Background: an optimization exercise with open tools, aiming at small area, a short achievable clock period and few clock cycles. Do not read the settings as production practice. Function was checked by simulation only, so behaviour that the tests miss may differ from the original.

==> flow/design.v, too long to show whole: its modules and the start of the top module <==
// module MandelbrotGen: 7482 lines
// module mfa: 4 lines
// module mha: 4 lines
// module mnor2: 3 lines
// module mnand2: 3 lines
module MandelbrotGen(
		input Clk_100M,           
		input  [4:0]BTNS,         
		input  SW0,               
		input  SW15,              
		output reg [18:0] addrA,  
		output reg [11:0] dinA,   
		output reg wea            
    );
  // ...
==> flow/flow/run.sh <==
#!/bin/bash
# Layout flow: the standard synthesis (standard.sh synth), then the
# standard ORFS layout steps (standard.sh's make command) with these changes:
#  - the resizer's timing repair aims for a larger setup slack margin, so that
#    it shortens the critical paths below the clock period;
#  - extra ORFS variables given in EXTRA below.
# Each tool's output goes to a log file in this folder.
set -euo pipefail
MARGIN=7.3
EXTRA='BUFFER_PORTS_ARGS="-buffer_cell sky130_fd_sc_hd__buf_2"'
bash standard.sh synth > synth.log 2>&1
sed -e "s/SETUP_SLACK_MARGIN=[0-9.]*/SETUP_SLACK_MARGIN=$MARGIN/" \
    -e "s|\"\${@:-finish}\"|$EXTRA \"\${@:-finish}\"|" standard.sh > layout.sh
bash layout.sh > layout.log 2>&1
==> flow/standard.sh <==
#!/bin/bash
# synth_recipe.tcl (not shown) runs the flow's synth.tcl, then flattens the netlist and writes it again
# the make line also repeats each setting of config.mk as NAME=value (left out here)
make -C /OpenROAD-flow-scripts/flow DESIGN_CONFIG=/design/flow/config.mk WORK_HOME=/design/flow/orfs CLKGATE_MAP_FILE= SYNTH_SCRIPT=/design/flow/synth_recipe.tcl "${@:-finish}"
==> flow/config.mk <==
export PLATFORM = sky130hd
export DESIGN_NAME = MandelbrotGen
export DESIGN_NICKNAME = MandelbrotGen
export VERILOG_FILES = /design/flow/design.v
export SDC_FILE = /design/flow/constraint.sdc
export NUM_CORES = 8
export LEC_CHECK = 0
export ABC_AREA = 1
export CAP_MARGIN = 70
export CORE_MARGIN = 2
export CORE_UTILIZATION = 40
export CTS_BUF_LIST = sky130_fd_sc_hd__clkbuf_8
export CTS_CLUSTER_DIAMETER = 100
export CTS_CLUSTER_SIZE = 10
export SETUP_SLACK_MARGIN = 5
export SLEW_MARGIN = 70
export SYNTH_HIERARCHICAL = 1
export SYNTH_MINIMUM_KEEP_SIZE = 0
export TNS_END_PERCENT = 0
==> flow/constraint.sdc <==
create_clock -name core_clock -period 11.0 [get_ports {Clk_100M}]
set_input_delay 2.2000 -clock core_clock [delete_from_list [all_inputs] [get_ports {Clk_100M}]]
set_output_delay 2.2000 -clock core_clock [all_outputs]
set_load 0.01 [all_outputs]
==> flow_summary.yaml, run 1 <==
status:
  status: "timing/DRC/antenna clean"
setup_path:
  critPathSlowestCell: "fa_2"
  max_stage_delay_ps: 590
  regToRegSetupSlack_ps: 7240
  critical_path.cell_chain: "clkinv_1 > buf_12 > nor2_1 > fa_1 > fa_1 > fa_1 > fa_1 > fa_2 > fa_1"
  crit_buf_inv: 2
  critical_path_class: "flop to flop"
  path_delay_family: "adder cells"
timing:
  rsz0062_at_grt: "true"
  min_period_ps: 3760
clocking:
  cts_tree: "yes"
  cts_root_buffer: "clkbuf_8"
  cts_buffer_depth: 3
floorplanning:
  core_region_area_um2: 257000
cells_and_area:
  layout_common_cells: "fa_1 (1653), nor2_1 (1597), nand2_1 (1517)"
  seq_cells: 1188
  drive_gt1_share_pct: 8.86
  multi_input_gates: 8621
  signal_buffers: 343
  nClkBuffers: 147
  nonClockInverterCount: 925
synthesis:
  synthSimpleGateAreaFrac_pct: 14.8
  synth_commonest_cells: "fa_1 (1669), nor2_1 (1625), nand2_1 (1529)"
  yosysWarnings: 7
  synth.top_cell.area_share_pct: 32.4
  ys_seq_area_share_pct: 24.3
  synth_area_leaders: "fa_1 (32%), dfxtp_1 (21%), ha_1 (6.8%), xor2_1 (6.7%), nor2_1 (5.9%)"
  synth_ff_type: "dfxtp_1"
place:
  dp.cells: 14400
  placed_area_um2: 109000
hold_path:
  hold_depth: 0
routing:
  wl_met1_mm: 140
  drc: 0
global_routing:
  antenna_found_initial: 20
  use_met1_pct: 34.1
Testbench counts, summed over its fixed seeds: cycles 2,839,990.
==> run 2, diff against run 1 <==
--- a/flow/flow/run.sh
+++ b/flow/flow/run.sh
@@ -8,3 +8,3 @@
 set -euo pipefail
-MARGIN=7.3
+MARGIN=7.5
 EXTRA='BUFFER_PORTS_ARGS="-buffer_cell sky130_fd_sc_hd__buf_2"'
==> run 2 against run 1 <==
  * First-iteration DRC count up 4.3%
  * Still clean
  * Via count up 0.64%
  * Register-to-register slack better by 80 ps
  * Worst hold slack worse by 6.5 ps
  * Final cell count up 0.43%
  * Clock-buffer cell count unchanged
  * Critical endpoint is now wea
  * Maximum frequency up 1.2%
  * Sequential cell count unchanged
==> flow_summary.yaml, run 2 <==
clocking:
  clock-sinks: 1188
  numCtsBuffers: 144
  clock_latency_ps: 980
  cts_buffer_depth: 3
  cts_tree: "yes"
  cts_root_buffer: "clkbuf_8"
  path_clk_slew_ps: 90
  ctsHoldBuffers: 0
  htreeDepth: 4
global_routing:
  antenna_found_initial: 20
  grt_overflow: 0
  grt_max_degree: 46
  grt_pass1_vias: 84600
  grt_usage_pct: 25.1
  grt_first_pass_wirelength_mm: 510
timing:
  fin_crit_sh_pct: 33.8
  finalSetupViolations: 0
  rsz0062_at_grt: "true"
  hold_viol_final: 0
  tns_ps: 0
  fmax_mhz: 269
  report.final.slew_viol_count: 0
  min_period_ps: 3720
  fin_worst_skew_ps: 71.3
  fin_ws_ps: 7280
setup_path:
  start_kind: "flop"
  max_stage_delay_ps: 420
  critPathArrivalTime_ps: 1520
  required_ps: 8800
  critPathSlowestCell: "dfxtp_4"
  path_delay_family: "flip-flops"
  crit_start: "wea$_DFF_P_"
  critical_path_class: "flop to output port"
  r2r-start: "zr1d[14]$_DFF_P_"
  crit_buf_inv: 1
  cp-end-kind: "output port"
  cp_max_fo: 1
  critical_path.cell_chain: "buf_6"
synthesis:
  synthArstFlopShare_pct: 0
  syn_inst: 11000
  synth.top_cell.area_share_pct: 32.4
  yosysMostFrequentCell: "fa_1"
  synth_area_leaders: "fa_1 (32%), dfxtp_1 (21%), ha_1 (6.8%), xor2_1 (6.7%), nor2_1 (5.9%)"
  ys_seq_area_share_pct: 24.3
  yosysWarnings: 7
  mappedNetlistArea_um2: 103000
  yosysTopAreaCell: "fa_1"
  synth_ff_type: "dfxtp_1"
  syn_area_per_cell_um2: 9.35
  synth_cell_types: 61
  synth_commonest_cells: "fa_1 (1669), nor2_1 (1625), nand2_1 (1529)"
  synth_edf_count: 126
  ys_seq_elements: 1188
hold_path:
  hp-start: "cr1d[17]$_DFF_P_"
  hold_class: "flop to flop"
routing:
  ant_nets: 0
  num_vias: 82700
  via_per_inst: 5.61
  wirelength_mm: 340
  dr.pass1.iters: 9
  drt_iter0_markers: 8350
  wl_per_cell_um: 23.1
  drc: 0
place:
  gp_congestion: 0.945
  io_buffers: 36
  post-place-ws_ps: 6810
  dp_hpwl_mm: 247
floorplanning:
  initial_core_util_pct: 40.2
  dieWidth_um: 512
  num_io_pins: 40
  core_region_area_um2: 257000
  die_y_um: 512
  rows: 186
  die_area_um2: 262000
cells_and_area:
  nets: 13500
  layout_common_cells: "fa_1 (1640), nor2_1 (1586), nand2_1 (1511)"
  syn2layout_area_growth_pct: 11.4
  drive_gt1_share_pct: 10.0
  final_common_cell: "fa_1"
  post-route-util_pct: 44.8
status:
  status: "timing/DRC/antenna clean"
flow_run:
  drv_cap: 0
==> run 2: cell counts after synthesis <==
No cell type changed its count.
==> run 2: cells by family after synthesis <==
family                   share of synthesized area (%)
AO/OA/AOI/OAI                                     9.84
AND/OR/NAND/NOR                                   14.8
buffers and inverters                             4.72
other                                          0.00728
flip-flops                                        24.3
adder cells (fa/ha/maj)                           39.1
XOR/XNOR                                          7.26
==> run 2: through the flow <==
step / hold slack (ps) / std cells / cell area, µm²
final: 283 / 14700 / 115000
after global placement: 310 / 14300 / 107000
after detailed placement: 312 / 14400 / 109000
after floorplan: 310 / 11100 / 103000
after CTS: 296 / 14600 / 112000
after global routing: 308 / 14700 / 115000
==> run 2: final timing paths <==
path / endpoint / slack [ps] / depth (start not counted)
hold / removal: cr2d[17]$_DFF_P_ / 280 / 0
setup reg to reg: cutd_q[9]$_DFF_P_ / 7320 / 9
setup / recovery: wea / 7280 / 1
hold reg to reg: cr2d[17]$_DFF_P_ / 280 / 0
==> run 2: timing repair <==
item,4_1_cts,5_1_grt
pin swaps,4,38
gates resized for setup,189,463
setup endpoints to repair,424,450
buffers inserted,7,108
cloned,0,37
==> run 2: Yosys stat by module, one instance, submodules excluded <==
| module | cells inside | flip-flops and latches |
|---|---|---|
| mfa | 1 | 0 |
| mnor2 | 1 | 0 |
| MandelbrotGen | 7871 | 1188 |
| mha | 1 | 0 |
| mnand2 | 1 | 0 |
==> run 2: layout make-up <==
class,instances,area [µm²]
timing repair inverter,1,5.00
antenna,5,12.5
sequential,1188,25200
multi-input combinational,8621,74300
clock inverter,57,380
fill,24500,142000
inverter,924,3920
timing repair buffer,410,4880
clock buffer,147,2020
tap,3384,4230
==> run 2: routing by layer <==
| metal | global-route usage, % | vias up | share of wire (%) |
|---|---|---|---|
| met1 | 34.1 | 41400 | 41 |
| met3 | 5.37 | 703 | 9.6 |
| li1 | - | 36500 | - |
| met4 | 8.92 | 37 | 3.8 |
| met2 | 39.5 | 4072 | 45 |
| met5 | 0 | - | 0.087 |

## afterwards: timing with drivers on the ports
No port has a modelled driver above. Below, the same layouts with a new extraction and two added sets of constraints.
Step 1 (the two cells are an assumption about what drives the block):
set clk [get_ports {Clk_100M}]
set_driving_cell -lib_cell sky130_fd_sc_hd__clkbuf_16 $clk
set_driving_cell -lib_cell sky130_fd_sc_hd__buf_2 [delete_from_list [all_inputs] $clk]
Step 2 moves the port delays by t, midway between the first and last clock arrival at a register: inputs arrive t later, outputs are due t later. That takes back most of the time a late clock gives input paths.
Slacks: no drivers / after step 1 / after step 2; pairs: no drivers / after step 1.
| run | t, ns | setup WS [ns] | clock arrival spread, ns |
|---|---|---|---|
| run 1 | 1.043 | 7.239 / 7.189 / 7.239 | 0.067 / 0.067 |
| run 2 | 1.046 | 7.282 / 7.182 / 7.319 | 0.073 / 0.073 |
After both steps setup and hold are still met in every run listed.
